What follows belongs to an exercise in optimizing a design on an open flow for small area; a production flow would make more cautious choices.
In this exercise RTL edits were held to simulation tests only and were not proved equivalent to the original.
The clock port is modelled as an ideal driver; clocking choices that lean on that would not hold on a real chip.

==> flow/design.v <==
module seg_decoder (
    input  [3:0] digit,
    output [6:0] seg
    );
    wire [3:0] d = digit;
    assign seg[0] = (d[2]&~d[1]&~d[0]) | (d[3]&d[1]&d[0]) | (~d[3]&~d[2]&~d[1]&d[0]);
    assign seg[1] = ~((~d[2]) | (~d[3]&~d[1]&~d[0]) | (~d[3]&d[1]&d[0]));
    assign seg[2] = (d[3]&d[2]) | (~d[3]&~d[2]&d[1]&~d[0]);
    assign seg[3] = (d[2]&d[1]&d[0]) | (d[3]&d[1]) | (~d[3]&~d[2]&~d[1]&d[0]) | (~d[3]&d[2]&~d[1]&~d[0]);
    assign seg[4] = d[0] | (~d[3]&d[2]&~d[1]);
    assign seg[5] = (d[1]&d[0]) | (~d[3]&~d[2]&d[0]) | (~d[3]&~d[2]&d[1]);
    assign seg[6] = (~d[3]&~d[2]&~d[1]) | (d[3]&d[2]&~d[1]) | (~d[3]&d[2]&d[1]&d[0]);
endmodule
module seven_seg_display (
    input  [2:0]  sel,
    input         blank,
    input  [15:0] cur,
    input  [15:0] best,
    output [7:0]  an,
    output [6:0]  seg,
    output        dp
    );
    wire [7:0] on = 8'd1 << sel;                     
    wire [31:0] v = {best, cur & {16{~blank}}};
    reg  [3:0] digit;
    integer j;
    always @(*) begin
        digit = 4'd0;
        for (j = 0; j < 8; j = j + 1)
            digit = digit | (v[4*j +: 4] & {4{on[j]}});
    end
    seg_decoder dec (.digit(digit), .seg(seg));
    assign an = ~on;
    assign dp = ~(on[3] | on[7]) | (digit[3] & digit[2]);
endmodule
module clock_divider (
    input            clk,
    input            rst,
    output reg [9:0] scan,
    output           tick,
    output           tick_early
    );
    reg  [4:0] c25;
    wire [10:0] cy;                        
    assign cy[0] = 1'b1;
    genvar i;
    generate for (i = 0; i < 10; i = i + 1) begin : g_scan
        assign cy[i+1] = cy[i] & scan[i];
    end endgenerate
    wire wrap = c25[4] & c25[3];           
    wire [4:0] c25_inc = {c25[4] ^ (&c25[3:0]), c25[3] ^ (&c25[2:0]),
                          c25[2] ^ (&c25[1:0]), c25[1] ^ c25[0], ~c25[0]};
    always @(posedge clk) begin
        scan <= rst ? 10'd0 : (scan ^ cy[9:0]);
        c25  <= rst ? 5'd31 : (wrap ? 5'd0 : c25_inc);
    end
    assign tick = wrap & ~c25[0] & ~scan[1] & ~scan[0];
    assign tick_early = c25[4] & ~c25[3] & c25[2] & c25[1] & c25[0] & scan[1] & scan[0];
endmodule
module debouncer (
    input      clk,
    input      rst,    
    input      I,      
    output reg O       
    );
    localparam [9:0] CLR   = 10'd97;
    localparam [9:0] HMASK = 10'b1011111101;
    localparam [9:0] HIT   = 10'b0001010101;
    reg  [9:0] q;
    wire diff = I ^ O;
    wire hit  = ((q & HMASK) == HIT);
    wire clr  = rst | ~diff | hit;            
    always @(posedge clk) begin
        q <= clr ? CLR : {~q[8:0], q[2] ^ q[9]};
        O <= ~rst & (O ^ (diff & hit));
    end
endmodule
module lfsr_random (
    input         clk,
    input         load,    
    output [11:0] lfsr,
    output [11:0] lfsr_next    
    );
    localparam [11:0] SEED = 12'hACE;
    localparam [11:0] POL  = 12'hAAA;
    reg  [11:0] s;
    assign lfsr = s ^ POL;
    wire fb = lfsr[11] ^ lfsr[3] ^ lfsr[2] ^ lfsr[0];
    assign lfsr_next = {lfsr[10:0], fb};
    always @(posedge clk)
        s <= load ? (SEED ^ POL) : ({lfsr[10:0], fb} ^ POL);
endmodule
module reaction_timer (
    input             clk,
    input             clear,
    input             fail,
    input             load,        
    input      [15:0] load_val,
    input             inc,
    input             bcd,
    output reg [15:0] t
    );
    function [4:0] dig;            
        input [3:0] d;
        input c, dec;
        reg w, c1, c2, c3;
        begin
            c1 = c & d[0];
            c2 = c1 & d[1];
            c3 = c2 & d[2];
            w  = c & dec & d[3] & d[0];             
            dig = {c & d[3] & d[0] & (dec | (d[1] & d[2])),
                   (d[3] ^ c3) & ~w, d[2] ^ c2, (d[1] ^ c1) & ~w, d[0] ^ c};
        end
    endfunction
    wire [4:0] n0 = dig(t[3:0],   inc,   bcd);
    wire [4:0] n1 = dig(t[7:4],   n0[4], bcd);
    wire [4:0] n2 = dig(t[11:8],  n1[4], bcd);
    wire [4:0] n3 = dig(t[15:12], n2[4], 1'b0);
    wire [15:0] nx = {n3[3:0], n2[3:0], n1[3:0], n0[3:0]};
    localparam [15:0] FAILV = 16'hEA1C;
    always @(posedge clk)
        t <= (clear ? 16'h0000 : fail ? FAILV : nx) | (load_val & {16{load}});
endmodule
module max_record_tracker (
    input         clk,
    input         clear,
    input         update,
    input  [15:0] cur,
    output [15:0] best
    );
    reg  [15:0] bn;
    assign best = ~bn;
    wire [16:0] y;
    assign y[0] = 1'b1;
    genvar i;
    generate for (i = 0; i < 16; i = i + 1) begin : g_cmp
        assign y[i+1] = (cur[i] & bn[i]) | (cur[i] & y[i]) | (bn[i] & y[i]);
    end endgenerate
    wire take = update & ~y[16];
    always @(posedge clk)
        bn <= clear ? 16'h0000 : (take ? ~cur : bn);
endmodule
module reaction_game_top(
    input        CLK100MHZ,
    input        RST,
    input        BTNC,
    input        BTNL,
    input        BTNR,
    output [6:0] SEG,
    output [7:0] AN,
    output       DP,
    output       LED15
    );
    wire btnc, btnl, btnr;
    debouncer db_start(.clk(CLK100MHZ), .rst(RST), .I(BTNC), .O(btnc));
    debouncer db_react(.clk(CLK100MHZ), .rst(RST), .I(BTNL), .O(btnl));
    debouncer db_reset(.clk(CLK100MHZ), .rst(RST), .I(BTNR), .O(btnr));
    wire [9:0] scan;
    wire tick, tick_early;
    clock_divider tbase(.clk(CLK100MHZ), .rst(RST), .scan(scan), .tick(tick),
        .tick_early(tick_early));
    wire [11:0] lfsr, lfsr_next;
    lfsr_random rnd(.clk(CLK100MHZ), .load(RST | btnr), .lfsr(lfsr),
        .lfsr_next(lfsr_next));
    localparam [1:0] S_SHOW  = 2'b00,
                     S_SHOW1 = 2'b01,
                     S_DELAY = 2'b10,
                     S_REACT = 2'b11;
    reg [1:0] state;
    wire st_show  = ~state[1];                        
    wire st_show1 = (state == S_SHOW1);
    wire st_delay = (state == S_DELAY);
    wire st_react = (state == S_REACT);
    wire [15:0] t;
    wire [15:0] best;
    wire big = (lfsr_next >= 12'd3001);
    wire end_big    = ~t[12] & t[10] & t[9] & t[5] & t[4] & t[3] & t[1] & t[0];
    wire end_nonbig = t[13] & t[8] & t[7] & t[6] & t[5] & t[4] & t[2];
    wire delay_end  = tick & (end_big | end_nonbig);
    wire timeout = t[15] & t[13];                     
    wire go    = ~RST & ~btnr;
    wire start = st_show & btnc;
    reg [1:0] nstate;
    always @(*) begin
        case (state)
            S_SHOW, S_SHOW1: nstate = btnc ? S_DELAY : S_SHOW;
            S_DELAY: nstate = btnl ? S_SHOW : (delay_end ? S_REACT : S_DELAY);
            default: nstate = btnl ? S_SHOW1 : (timeout ? S_SHOW : S_REACT);
        endcase
    end
    always @(posedge CLK100MHZ)
        state <= go ? nstate : S_SHOW;
    wire t_clear = ~go | start | (st_delay & delay_end & ~btnl);
    wire t_fail  = st_delay & btnl | st_react & ~btnl & timeout;
    wire t_inc   = st_delay & tick_early | st_react & tick;
    reaction_timer tm(.clk(CLK100MHZ), .clear(t_clear), .fail(t_fail),
        .load(go & start), .load_val({3'b000, ~big, ~lfsr_next}),
        .inc(t_inc), .bcd(state[0]), .t(t));
    max_record_tracker mr(.clk(CLK100MHZ), .clear(~go), .update(st_show1),
        .cur(t), .best(best));
    seven_seg_display disp(.sel(scan[9:7]), .blank(st_delay),
        .cur(t), .best(best), .an(AN), .seg(SEG), .dp(DP));
    assign LED15 = st_react;
endmodule
export LEC_CHECK = 0
export CAP_MARGIN = 20
export CORE_MARGIN = 2
export CORE_UTILIZATION = 40
export SLEW_MARGIN = 20
create_clock -name core_clock -period 100.0 [get_ports {CLK100MHZ}]
standard.sh (not shown) runs the stock make flow with config.mk's settings and CLKGATE_MAP_FILE= SYNTH_SCRIPT=/design/flow/synth_recipe.tcl, a recipe that flattens the netlist after the stock synthesis.
==> flow/flow/run.sh <==
#!/bin/bash
# Own layout flow: the standard synthesis, then an area-oriented re-mapping
# of the combinational logic (registers kept as the standard synthesis made
# them, same instances and names), then the standard layout steps.
set -euo pipefail
W=$PWD
F=$W/flow
R=$W/orfs/results/$FLOW_PLATFORM/reaction_game_top/base
LIB=$FLOW_HOME/platforms/$FLOW_PLATFORM/lib/sky130_fd_sc_hd__tt_025C_1v80.lib

# 1. standard synthesis
bash standard.sh synth > $W/log_1_synth.txt 2>&1

# 2. re-map the combinational logic for area
cp $R/1_2_yosys.v $W/std_1_2_yosys.v
sed -e "s#@LIB@#$LIB#g" -e "s#@IN@#$W/std_1_2_yosys.v#g" -e "s#@OUT@#$W/remap_1_2_yosys.v#g" \
    -e "s#@ABC@#$F/area.abc#g" $F/remap.ys > $W/remap.ys
yosys -s $W/remap.ys > $W/log_2_remap.txt 2>&1
cp $W/remap_1_2_yosys.v $R/1_2_yosys.v
rm -f $R/1_synth.odb $R/1_synth.sdc

# 3. standard layout from the re-mapped netlist
export BUFFER_PORTS_ARGS="-buffer_cell sky130_fd_sc_hd__buf_1"
# clock tree: the leaf buffers are placed by flow/pre_cts.tcl; CTS then only
# sees the clock net (one sink) and leaves it as it is
export PRE_CTS_TCL=$F/pre_cts.tcl
export CLK_GROUPS=6
export CTS_ARGS="-clk_nets CLK100MHZ -repair_clock_nets -dont_use_dummy_load -buf_list sky130_fd_sc_hd__clkbuf_8"
bash standard.sh finish > $W/log_3_layout.txt 2>&1
==> flow/flow/pre_cts.tcl <==
# Manual leaf level of the clock tree: split the registers into NG groups by
# location and drive each group from its own clock buffer, fed by the clock
# net; clock_tree_synthesis then builds the tree above these buffers.
set ng [expr {[info exists ::env(CLK_GROUPS)] ? $::env(CLK_GROUPS) : 5}]
set bufm [expr {[info exists ::env(CLK_LEAF_BUF)] ? $::env(CLK_LEAF_BUF) : "sky130_fd_sc_hd__clkbuf_8"}]
set block [ord::get_db_block]
set clknet [$block findNet CLK100MHZ]
set sinks {}
foreach it [$clknet getITerms] {
  set inst [$it getInst]
  lappend sinks [list $it [lindex [$inst getLocation] 0] [lindex [$inst getLocation] 1]]
}
set n [llength $sinks]
puts "manual clock leaves: $n sinks into $ng groups"
# groups: columns by x, then rows by y within each column
set ncol [expr {$ng >= 4 ? 2 : 1}]
set byx [lsort -integer -index 1 $sinks]
set groups {}
set done 0; set gdone 0
for {set c 0} {$c < $ncol} {incr c} {
  set gc [expr {(($c + 1) * $ng) / $ncol - ($c * $ng) / $ncol}]
  set cnt [expr {(($gdone + $gc) * $n) / $ng - $done}]
  set col [lsort -integer -index 2 [lrange $byx $done [expr {$done + $cnt - 1}]]]
  for {set r 0} {$r < $gc} {incr r} {
    set lo [expr {($r * $cnt) / $gc}]
    set hi [expr {(($r + 1) * $cnt) / $gc - 1}]
    lappend groups [lrange $col $lo $hi]
  }
  incr done $cnt; incr gdone $gc
}
set master [[ord::get_db] findMaster $bufm]
# root buffer between the clock port and the leaf buffers
set rootm [[ord::get_db] findMaster [expr {[info exists ::env(CLK_ROOT_BUF)] ? $::env(CLK_ROOT_BUF) : "sky130_fd_sc_hd__clkbuf_4"}]]
set root [odb::dbInst_create $block $rootm "clkroot"]
set rootnet [odb::dbNet_create $block "clkroot_net"]
$rootnet setSigType CLOCK
[$root findITerm A] connect $clknet
[$root findITerm X] connect $rootnet
set rx 0; set ry 0
foreach s $sinks { set rx [expr {$rx + [lindex $s 1]}]; set ry [expr {$ry + [lindex $s 2]}] }
$root setLocation [expr {$rx / $n}] [expr {$ry / $n}]
$root setPlacementStatus PLACED
for {set g 0} {$g < $ng} {incr g} {
  set grp [lindex $groups $g]
  set sx 0; set sy 0
  foreach s $grp { set sx [expr {$sx + [lindex $s 1]}]; set sy [expr {$sy + [lindex $s 2]}] }
  set cx [expr {$sx / [llength $grp]}]; set cy [expr {$sy / [llength $grp]}]
  set inst [odb::dbInst_create $block $master "clkleaf_$g"]
  set net [odb::dbNet_create $block "clkleaf_net_$g"]
  $net setSigType CLOCK
  foreach s $grp {
    set it [lindex $s 0]
    $it disconnect
    $it connect $net
  }
  [$inst findITerm A] connect $rootnet
  [$inst findITerm X] connect $net
  $inst setLocation $cx $cy
  $inst setPlacementStatus PLACED
}
Other scripts of this flow, unchanged in this note and not shown: flow/flow/area.abc, flow/flow/remap.ys
Next try:
--- a/flow/flow/run.sh
+++ b/flow/flow/run.sh
@@ -27 +27 @@
-export CLK_GROUPS=6
+export CLK_GROUPS=5
=>
- critical path depth does not change
- die area does not change
- synthesized area stays the same
- cell count hardly moves
- clock skew is about the same
- wire length fell by about 1.1%
- global-route usage barely changes
- cell area shrinks by 0.34%

-- static timing again, ports no longer ideal --
The flow's constraints put no driver on any port. The routed layouts listed below were extracted and timed again, unchanged, in two steps. Step 1 (the two cells are an assumption about what drives the block):
set clk [get_ports {CLK100MHZ}]
set_driving_cell -lib_cell sky130_fd_sc_hd__clkbuf_16 $clk
set_driving_cell -lib_cell sky130_fd_sc_hd__buf_2 [delete_from_list [all_inputs] $clk]
Step 2 adds t to the input delays and takes it off the output delays; t is the mean of the earliest and latest rising clock arrival at the registers after step 1. Input paths then give back, and output paths get back, about the clock's delay inside the block. Slacks: no drivers / after step 1 / after step 2; pairs: no drivers / after step 1.
| run | t (ns) | setup slack, ns | latest minus earliest clock arrival (ns) | worst register clock-pin slew, ns |
|---|---|---|---|---|
| the first run | 0.458 | 76.681 / 76.653 / 77.110 | 0.017 / 0.017 | 0.11 / 0.11 |
| the second run | 0.441 | 76.698 / 76.669 / 77.110 | 0.018 / 0.018 | 0.12 / 0.12 |
After both steps setup and hold are still met in every run listed.
